Background: an optimization exercise with open tools, aiming at small area. Do not read the settings as production practice. In this exercise RTL edits were held to simulation tests only and were not proved equivalent to the original. The clock port is modelled as an ideal driver; clocking choices that lean on that would not hold on a real chip.

== red ==
==> module rf_hold, before the edit <==
module rf_hold(input we, input keep, input d, input q, output y);
    assign y = (we & d) | (keep & q);
endmodule
==> module rf_a21oi, before the edit <==
module rf_a21oi(input a1, input a2, input b1, output y);
    assign y = ~((a1 & a2) | b1);
endmodule
==> module cpu, before the edit <==
module cpu(
    input clk,
    input reset,
    output wire [9:0] imem_addr,
    input wire [17:0] imem_data,
    output wire [9:0] dmem_addr,
    output wire dmem_we,
    output wire [17:0] dmem_wdata,
    input wire [17:0] dmem_rdata,
    output wire [3:0] debug_opcode,
    output wire debug_pc_write,
    output wire debug_branch
);
    reg [9:0] program_counter;
    reg ZF_bit, CF_bit;
    reg [287:0] regs;
    reg valid;
    wire [3:0] opcode = imem_data[17:14];
    wire [3:0] rd  = imem_data[13:10];
    wire [3:0] rs1 = imem_data[9:6];
    wire [3:0] rs2 = imem_data[3:0];
    wire [9:0] addr = imem_data[9:0];
    wire is_st  = opcode == 4'd9;
    wire is_cmp = opcode == 4'd10;
    wire is_ld  = opcode == 4'd8;
    wire reg_write = (opcode != 4'd0) && (opcode[3] == 1'b0 ? opcode != 4'd7 : is_ld);
    wire use_rd = is_cmp | is_st;
    wire use_imm = (opcode == 4'd2) | (opcode == 4'd4);
    wire [3:0] sel_a = use_rd ? rd : rs1;
    wire [3:0] a_lo = 4'd1 << sel_a[1:0];
    wire [3:0] a_hi = valid ? (4'd1 << sel_a[3:2]) : 4'd0;
    wire [3:0] b_lo = 4'd1 << rs2[1:0];
    wire [3:0] b_hi = (valid & ~use_imm) ? (4'd1 << rs2[3:2]) : 4'd0;
    wire [15:0] oh_a, oh_b;
    genvar gs;
    generate
        for (gs = 0; gs < 16; gs = gs + 1) begin : rsel
            rf_and2 a(.a(a_hi[gs / 4]), .b(a_lo[gs % 4]), .y(oh_a[gs]));
            rf_and2 b(.a(b_hi[gs / 4]), .b(b_lo[gs % 4]), .y(oh_b[gs]));
        end
    endgenerate
    wire [287:0] regs_flat = regs;
    wire [17:0] rdata_a, opb;
    register_file port_a(.sel(oh_a), .regs(regs_flat), .rdata(rdata_a));
    register_file_x port_b(.sel(oh_b), .regs(regs_flat), .xs(use_imm), .imm(imem_data[5:0]), .rdata(opb));
    wire [17:0] write_data;
    wire zf_in, cf_in;
    wire k_add = (opcode == 4'd1) | (opcode == 4'd2);
    wire k_and = (opcode == 4'd3) | (opcode == 4'd4);
    wire k_nand = opcode == 4'd5;
    wire k_nor = opcode == 4'd6;
    alu my_alu(.a(rdata_a), .b(opb), .m(dmem_rdata), .sub(is_cmp),
               .k_ld(is_ld), .k_add(k_add), .k_and(k_and), .k_nand(k_nand), .k_nor(k_nor),
               .wd(write_data), .zf(zf_in), .cf(cf_in));
    wire branch, pc_write;
    control_unit cu(.opcode(opcode), .ZF(ZF_bit), .CF(CF_bit), .branch(branch), .pc_write(pc_write));
    wire [9:0] pc_next;
    pc_adder pc_add(.pc(program_counter), .pcw(pc_write), .addr(addr), .nxt(pc_next));
    wire [3:0] rd_lo = 4'd1 << rd[1:0];
    wire [3:0] rd_hi = reg_write ? (4'd1 << rd[3:2]) : 4'd0;
    wire valid_n = ~valid;
    wire [15:0] we_oh, keep;
    genvar gw;
    generate
        for (gw = 0; gw < 16; gw = gw + 1) begin : wdec
            rf_and2  a(.a(rd_hi[gw / 4]), .b(rd_lo[gw % 4]), .y(we_oh[gw]));
            rf_a21oi k(.a1(rd_hi[gw / 4]), .a2(rd_lo[gw % 4]), .b1(valid_n), .y(keep[gw]));
        end
    endgenerate
    wire [287:0] regs_next;
    genvar gi, gb;
    generate
        for (gi = 0; gi < 16; gi = gi + 1) begin : wr
            for (gb = 0; gb < 18; gb = gb + 1) begin : b
                rf_hold h(.we(we_oh[gi]), .keep(keep[gi]), .d(write_data[gb]),
                          .q(regs[18*gi + gb]), .y(regs_next[18*gi + gb]));
            end
        end
    endgenerate
    always @(posedge clk) begin
        regs <= regs_next;
    end
    always @(posedge clk or posedge reset) begin
        if (reset) begin
            valid <= 1'b0;
            program_counter <= 10'd1023;
            ZF_bit <= 1'b0;
            CF_bit <= 1'b0;
        end else begin
            valid <= 1'b1;
            if (is_cmp) begin
                ZF_bit <= zf_in;
                CF_bit <= cf_in;
            end
            program_counter <= pc_next;
        end
    end
    assign imem_addr = program_counter;
    assign dmem_addr = addr;
    assign dmem_we = is_st;
    assign dmem_wdata = rdata_a;
    assign debug_opcode = opcode;
    assign debug_pc_write = pc_write;
    assign debug_branch = branch;
endmodule
==> flow/config.mk <==
export PLATFORM = sky130hd
export DESIGN_NAME = cpu
export DESIGN_NICKNAME = cpu
export VERILOG_FILES = /design/flow/design.v
export SDC_FILE = /design/flow/constraint.sdc
export NUM_CORES = 4
export LEC_CHECK = 0
export CAP_MARGIN = 20
export CORE_MARGIN = 2
export CORE_UTILIZATION = 50
export SLEW_MARGIN = 20
export SYNTH_HIERARCHICAL = 1
export SYNTH_MINIMUM_KEEP_SIZE = 0
==> flow/constraint.sdc <==
create_clock -name core_clock -period 7.0 [get_ports {clk}]
set_input_delay 1.4000 -clock core_clock [delete_from_list [all_inputs] [get_ports {clk}]]
set_output_delay 1.4000 -clock core_clock [all_outputs]
set_load 0.01 [all_outputs]
standard.sh (not shown) runs the stock make flow with config.mk's settings and CLKGATE_MAP_FILE= SYNTH_SCRIPT=/design/flow/synth_recipe.tcl, a recipe that flattens the netlist after the stock synthesis.
==> flow/flow/run.sh <==
#!/bin/bash
set -euo pipefail
export BUFFER_PORTS_ARGS="-buffer_cell sky130_fd_sc_hd__buf_1"
export CTS_ARGS="-sink_clustering_enable -repair_clock_nets -dont_use_dummy_load -buf_list sky130_fd_sc_hd__clkbuf_4 -sink_clustering_size 8 -sink_clustering_max_diameter 40"
bash standard.sh cts > flow_cts.log 2>&1
R=orfs/results/sky130hd/cpu/base
DS_IN=$R/4_cts.odb DS_OUT=$R/4_cts_ds.odb DS_SDC=$R/4_cts.sdc DS_MARGIN=0.7 \
  openroad -no_init -exit flow/downsize.tcl > downsize.log 2>&1
UB_IN=$R/4_cts_ds.odb UB_OUT=$R/4_cts_ub.odb UB_SDC=$R/4_cts.sdc UB_MARGIN=0.6 \
  openroad -no_init -exit flow/unbuf.tcl > unbuf.log 2>&1
mv -f $R/4_cts_ub.odb $R/4_cts.odb
bash standard.sh > flow.log 2>&1
==> flow/flow/downsize.tcl <==
# Post-CTS area recovery: each combinational cell is tried at the smaller
# drive strengths of its own family (same function and pins), smallest first;
# a change is kept only if the worst setup slack stays at least DS_MARGIN ns
# and the worst hold slack non-negative (placement-estimated parasitics).
# Flip-flops and clock cells are left alone. Then the usual design and timing
# repair, and detailed placement to legalize.
# Environment: DS_IN, DS_OUT (odb), DS_SDC, DS_MARGIN (ns), FLOW_HOME.
set platform $::env(FLOW_HOME)/platforms/sky130hd
read_liberty $platform/lib/sky130_fd_sc_hd__tt_025C_1v80.lib
read_db $::env(DS_IN)
read_sdc $::env(DS_SDC)
source $platform/setRC.tcl
estimate_parasitics -placement
set margin [expr {$::env(DS_MARGIN) * 1e-9}]
set block [ord::get_db_block]
set db [ord::get_db]

proc core_area {} {
  set a 0
  foreach inst [[ord::get_db_block] getInsts] {
    set m [$inst getMaster]
    if {[$m getType] eq "CORE"} { set a [expr {$a + [$m getWidth] * [$m getHeight]}] }
  }
  return [expr {$a / 1e6}]
}
puts "start area [format %.1f [core_area]] wns [sta::worst_slack_cmd max]"

# cell families: sky130_fd_sc_hd__<function>_<drive>
array set fam {}
foreach lib [$db getLibs] {
  foreach m [$lib getMasters] {
    set n [$m getName]
    if {[regexp {^(sky130_fd_sc_hd__[a-z0-9]+)_([0-9]+)$} $n -> base drv]} {
      lappend fam($base) [list [$m getWidth] $n]
    }
  }
}
set tried 0
set kept 0
foreach inst [$block getInsts] {
  set m [$inst getMaster]
  if {[$m getType] ne "CORE"} continue
  set n [$m getName]
  if {![regexp {^(sky130_fd_sc_hd__[a-z0-9]+)_([0-9]+)$} $n -> base drv]} continue
  if {[string match "*df*" $base] || [string match "*clk*" $base] || [string match "*dl*" $base]} continue
  set w [$m getWidth]
  foreach c [lsort -integer -index 0 $fam($base)] {
    set cw [lindex $c 0]
    set cn [lindex $c 1]
    if {$cw >= $w} break
    incr tried
    set iname [$inst getName]
    replace_cell [get_cells $iname] [get_lib_cells */$cn]
    estimate_parasitics -placement
    if {[sta::worst_slack_cmd max] < $margin || [sta::worst_slack_cmd min] < 0} {
      replace_cell [get_cells $iname] [get_lib_cells */$n]
      estimate_parasitics -placement
    } else {
      incr kept
      break
    }
  }
}
puts "tried $tried kept $kept"
estimate_parasitics -placement
repair_design
repair_timing -setup_margin [expr {$::env(DS_MARGIN) / 2.0}]
detailed_placement
check_placement
estimate_parasitics -placement
puts "end area [format %.1f [core_area]] wns [sta::worst_slack_cmd max] whs [sta::worst_slack_cmd min]"
write_db $::env(DS_OUT)
==> flow/flow/unbuf.tcl <==
# Greedy buffer removal: each buffer that drives no port, is driven by no
# port and is not in the clock network is removed (its loads moved to its
# input net); the removal is kept only if the worst setup slack stays at
# least UB_MARGIN ns, hold slack non-negative and no max slew/capacitance
# violation appears; otherwise the buffer is put back as it was.
# Environment: UB_IN, UB_OUT (odb), UB_SDC, UB_MARGIN (ns), FLOW_HOME.
set platform $::env(FLOW_HOME)/platforms/sky130hd
read_liberty $platform/lib/sky130_fd_sc_hd__tt_025C_1v80.lib
read_db $::env(UB_IN)
read_sdc $::env(UB_SDC)
source $platform/setRC.tcl
estimate_parasitics -placement
set margin [expr {$::env(UB_MARGIN) * 1e-9}]
set block [ord::get_db_block]
set db [ord::get_db]
proc core_area {} {
  set a 0
  foreach inst [[ord::get_db_block] getInsts] {
    set m [$inst getMaster]
    if {[$m getType] eq "CORE"} { set a [expr {$a + [$m getWidth] * [$m getHeight]}] }
  }
  return [expr {$a / 1e6}]
}
puts "start area [format %.1f [core_area]] wns [sta::worst_slack_cmd max]"
set nslew [sta::max_slew_violation_count]
set ncap [sta::max_capacitance_violation_count]
set cands {}
foreach inst [$block getInsts] {
  set n [[$inst getMaster] getName]
  if {![regexp {^sky130_fd_sc_hd__(buf|clkbuf)_[0-9]+$} $n]} continue
  set ok 1
  foreach it [$inst getITerms] {
    if {![$it isInputSignal] && ![$it isOutputSignal]} continue
    set net [$it getNet]
    if {$net eq "NULL" || [llength [$net getBTerms]] > 0 || [$net getSigType] eq "CLOCK"} { set ok 0; break }
  }
  if {$ok} { lappend cands [$inst getName] }
}
puts "candidates [llength $cands]"
set removed 0
foreach name $cands {
  set inst [$block findInst $name]
  set master [$inst getMaster]
  set loc [$inst getLocation]
  set orient [$inst getOrient]
  set in_net NULL; set out_net NULL; set in_term ""; set out_term ""
  foreach it [$inst getITerms] {
    if {[$it isInputSignal]} { set in_net [$it getNet]; set in_term [[$it getMTerm] getName] } elseif {[$it isOutputSignal]} { set out_net [$it getNet]; set out_term [[$it getMTerm] getName] }
  }
  set out_name [$out_net getName]
  set loads {}
  foreach it [$out_net getITerms] {
    if {[$it getInst] eq $inst} continue
    lappend loads [list [[$it getInst] getName] [[$it getMTerm] getName]]
  }
  # remove
  foreach l $loads {
    set it [[$block findInst [lindex $l 0]] findITerm [lindex $l 1]]
    $it disconnect
    $it connect $in_net
  }
  foreach it [$inst getITerms] { if {[$it isInputSignal] || [$it isOutputSignal]} { $it disconnect } }
  odb::dbInst_destroy $inst
  odb::dbNet_destroy $out_net
  estimate_parasitics -placement
  if {[sta::worst_slack_cmd max] < $margin || [sta::worst_slack_cmd min] < 0
      || [sta::max_slew_violation_count] > $nslew || [sta::max_capacitance_violation_count] > $ncap} {
    # put it back
    set inst [odb::dbInst_create $block $master $name]
    $inst setOrient $orient
    $inst setLocation [lindex $loc 0] [lindex $loc 1]
    $inst setPlacementStatus PLACED
    set out_net [odb::dbNet_create $block $out_name]
    [$inst findITerm $in_term] connect $in_net
    [$inst findITerm $out_term] connect $out_net
    foreach l $loads {
      set it [[$block findInst [lindex $l 0]] findITerm [lindex $l 1]]
      $it disconnect
      $it connect $out_net
    }
    estimate_parasitics -placement
  } else {
    incr removed
  }
}
puts "removed $removed"
detailed_placement
check_placement
estimate_parasitics -placement
puts "end area [format %.1f [core_area]] wns [sta::worst_slack_cmd max] whs [sta::worst_slack_cmd min]"
write_db $::env(UB_OUT)
Status: red FAILED at 6_report (tool error)
Relative to red, the following input files were edited for blue:
==> flow/design.v, changed modules only <==
module rf_hold(input we, input we_n, input d, input q, output y);
    assign y = (we & d) | (we_n & q);
endmodule
module cpu(
    input clk,
    input reset,
    output wire [9:0] imem_addr,
    input wire [17:0] imem_data,
    output wire [9:0] dmem_addr,
    output wire dmem_we,
    output wire [17:0] dmem_wdata,
    input wire [17:0] dmem_rdata,
    output wire [3:0] debug_opcode,
    output wire debug_pc_write,
    output wire debug_branch
);
    reg [9:0] program_counter;
    reg ZF_bit, CF_bit;
    reg [287:0] regs;
    reg [15:0] valid;
    wire [3:0] opcode = imem_data[17:14];
    wire [3:0] rd  = imem_data[13:10];
    wire [3:0] rs1 = imem_data[9:6];
    wire [3:0] rs2 = imem_data[3:0];
    wire [9:0] addr = imem_data[9:0];
    wire is_st  = opcode == 4'd9;
    wire is_cmp = opcode == 4'd10;
    wire is_ld  = opcode == 4'd8;
    wire reg_write = (opcode != 4'd0) && (opcode[3] == 1'b0 ? opcode != 4'd7 : is_ld);
    wire use_rd = is_cmp | is_st;
    wire use_imm = (opcode == 4'd2) | (opcode == 4'd4);
    wire [3:0] sel_a = use_rd ? rd : rs1;
    wire [3:0] a_lo = 4'd1 << sel_a[1:0];
    wire [3:0] a_hi = 4'd1 << sel_a[3:2];
    wire [3:0] b_lo = 4'd1 << rs2[1:0];
    wire [3:0] b_hi = use_imm ? 4'd0 : (4'd1 << rs2[3:2]);
    wire [15:0] oh_a, oh_b;
    genvar gs;
    generate
        for (gs = 0; gs < 16; gs = gs + 1) begin : rsel
            rf_and3 a(.a(valid[gs]), .b(a_hi[gs / 4]), .c(a_lo[gs % 4]), .y(oh_a[gs]));
            rf_and3 b(.a(valid[gs]), .b(b_hi[gs / 4]), .c(b_lo[gs % 4]), .y(oh_b[gs]));
        end
    endgenerate
    wire [287:0] regs_flat = regs;
    wire [17:0] rdata_a, opb;
    register_file port_a(.sel(oh_a), .regs(regs_flat), .rdata(rdata_a));
    register_file_x port_b(.sel(oh_b), .regs(regs_flat), .xs(use_imm), .imm(imem_data[5:0]), .rdata(opb));
    wire [17:0] write_data;
    wire zf_in, cf_in;
    wire k_add = (opcode == 4'd1) | (opcode == 4'd2);
    wire k_and = (opcode == 4'd3) | (opcode == 4'd4);
    wire k_nand = opcode == 4'd5;
    wire k_nor = opcode == 4'd6;
    alu my_alu(.a(rdata_a), .b(opb), .m(dmem_rdata), .sub(is_cmp),
               .k_ld(is_ld), .k_add(k_add), .k_and(k_and), .k_nand(k_nand), .k_nor(k_nor),
               .wd(write_data), .zf(zf_in), .cf(cf_in));
    wire branch, pc_write;
    control_unit cu(.opcode(opcode), .ZF(ZF_bit), .CF(CF_bit), .branch(branch), .pc_write(pc_write));
    wire [9:0] pc_next;
    pc_adder pc_add(.pc(program_counter), .pcw(pc_write), .addr(addr), .nxt(pc_next));
    wire [3:0] rd_lo = 4'd1 << rd[1:0];
    wire [3:0] rd_hi = reg_write ? (4'd1 << rd[3:2]) : 4'd0;
    wire [15:0] we_oh, we_n;
    genvar gw;
    generate
        for (gw = 0; gw < 16; gw = gw + 1) begin : wdec
            rf_and2  a(.a(rd_hi[gw / 4]), .b(rd_lo[gw % 4]), .y(we_oh[gw]));
            rf_nand2 n(.a(rd_hi[gw / 4]), .b(rd_lo[gw % 4]), .y(we_n[gw]));
        end
    endgenerate
    wire [287:0] regs_next;
    genvar gi, gb;
    generate
        for (gi = 0; gi < 16; gi = gi + 1) begin : wr
            for (gb = 0; gb < 18; gb = gb + 1) begin : b
                rf_hold h(.we(we_oh[gi]), .we_n(we_n[gi]), .d(write_data[gb]),
                          .q(regs[18*gi + gb]), .y(regs_next[18*gi + gb]));
            end
        end
    endgenerate
    always @(posedge clk) begin
        regs <= regs_next;
    end
    always @(posedge clk or posedge reset) begin
        if (reset) begin
            valid <= 16'd0;
            program_counter <= 10'd1023;
            ZF_bit <= 1'b0;
            CF_bit <= 1'b0;
        end else begin
            valid <= valid | we_oh;
            if (is_cmp) begin
                ZF_bit <= zf_in;
                CF_bit <= cf_in;
            end
            program_counter <= pc_next;
        end
    end
    assign imem_addr = program_counter;
    assign dmem_addr = addr;
    assign dmem_we = is_st;
    assign dmem_wdata = rdata_a;
    assign debug_opcode = opcode;
    assign debug_pc_write = pc_write;
    assign debug_branch = branch;
endmodule
// module rf_a21oi removed
Having completed the whole flow, blue delivered a layout that passed the timing, DRC and antenna checks. The lower die boundary width of red and blue is in red. blue against red; first-iteration DRC count is down by more than 10%. There was hardly any difference in number of hold buffers added after cts between blue and red. In the reports for red and blue, the larger number of flip-flops and latches in the synthesized netlist belongs to blue. [compare] base=red new=blue: via count did not really move, synthesized area went up. blue against red; global-route wire length before repair is up slightly. Number of distinct library cells after synthesis | blue below red. Total number of clock tree sinks is higher on blue. blue against red: height of the die rose by about 1.3%; global-route usage decreased 0.29 points; share of cell area taken by muxes after synthesis went up 0.63 points. Overall routed net length: red and blue compared, lower one is red.

port drivers added, routing unchanged:
The flow's constraints put no driver on any port. The routed layout listed below was extracted and timed again, unchanged, in two steps.
Step 1: set_driving_cell puts a clkbuf_16 on clk and a buf_2 on each other input, an assumption about the parent block.
Step 2 also shifts input and output timing later by t, the mid clock arrival at the registers, as if the neighbouring blocks saw the same clock.
a / b / c = ideal ports / drivers / drivers and shift; a / b = the first two.
run: blue
t (ns): 0.719
setup WS [ns]: 0.326 / 0.343 / -0.376
worst hold slack (ns): 0.488 / 0.488 / 0.488
Met with ideal ports but missed after step 2: setup timing in blue. For blue, drivers alone change the setup slack by +0.017 ns; drivers and shift together by -0.702 ns.
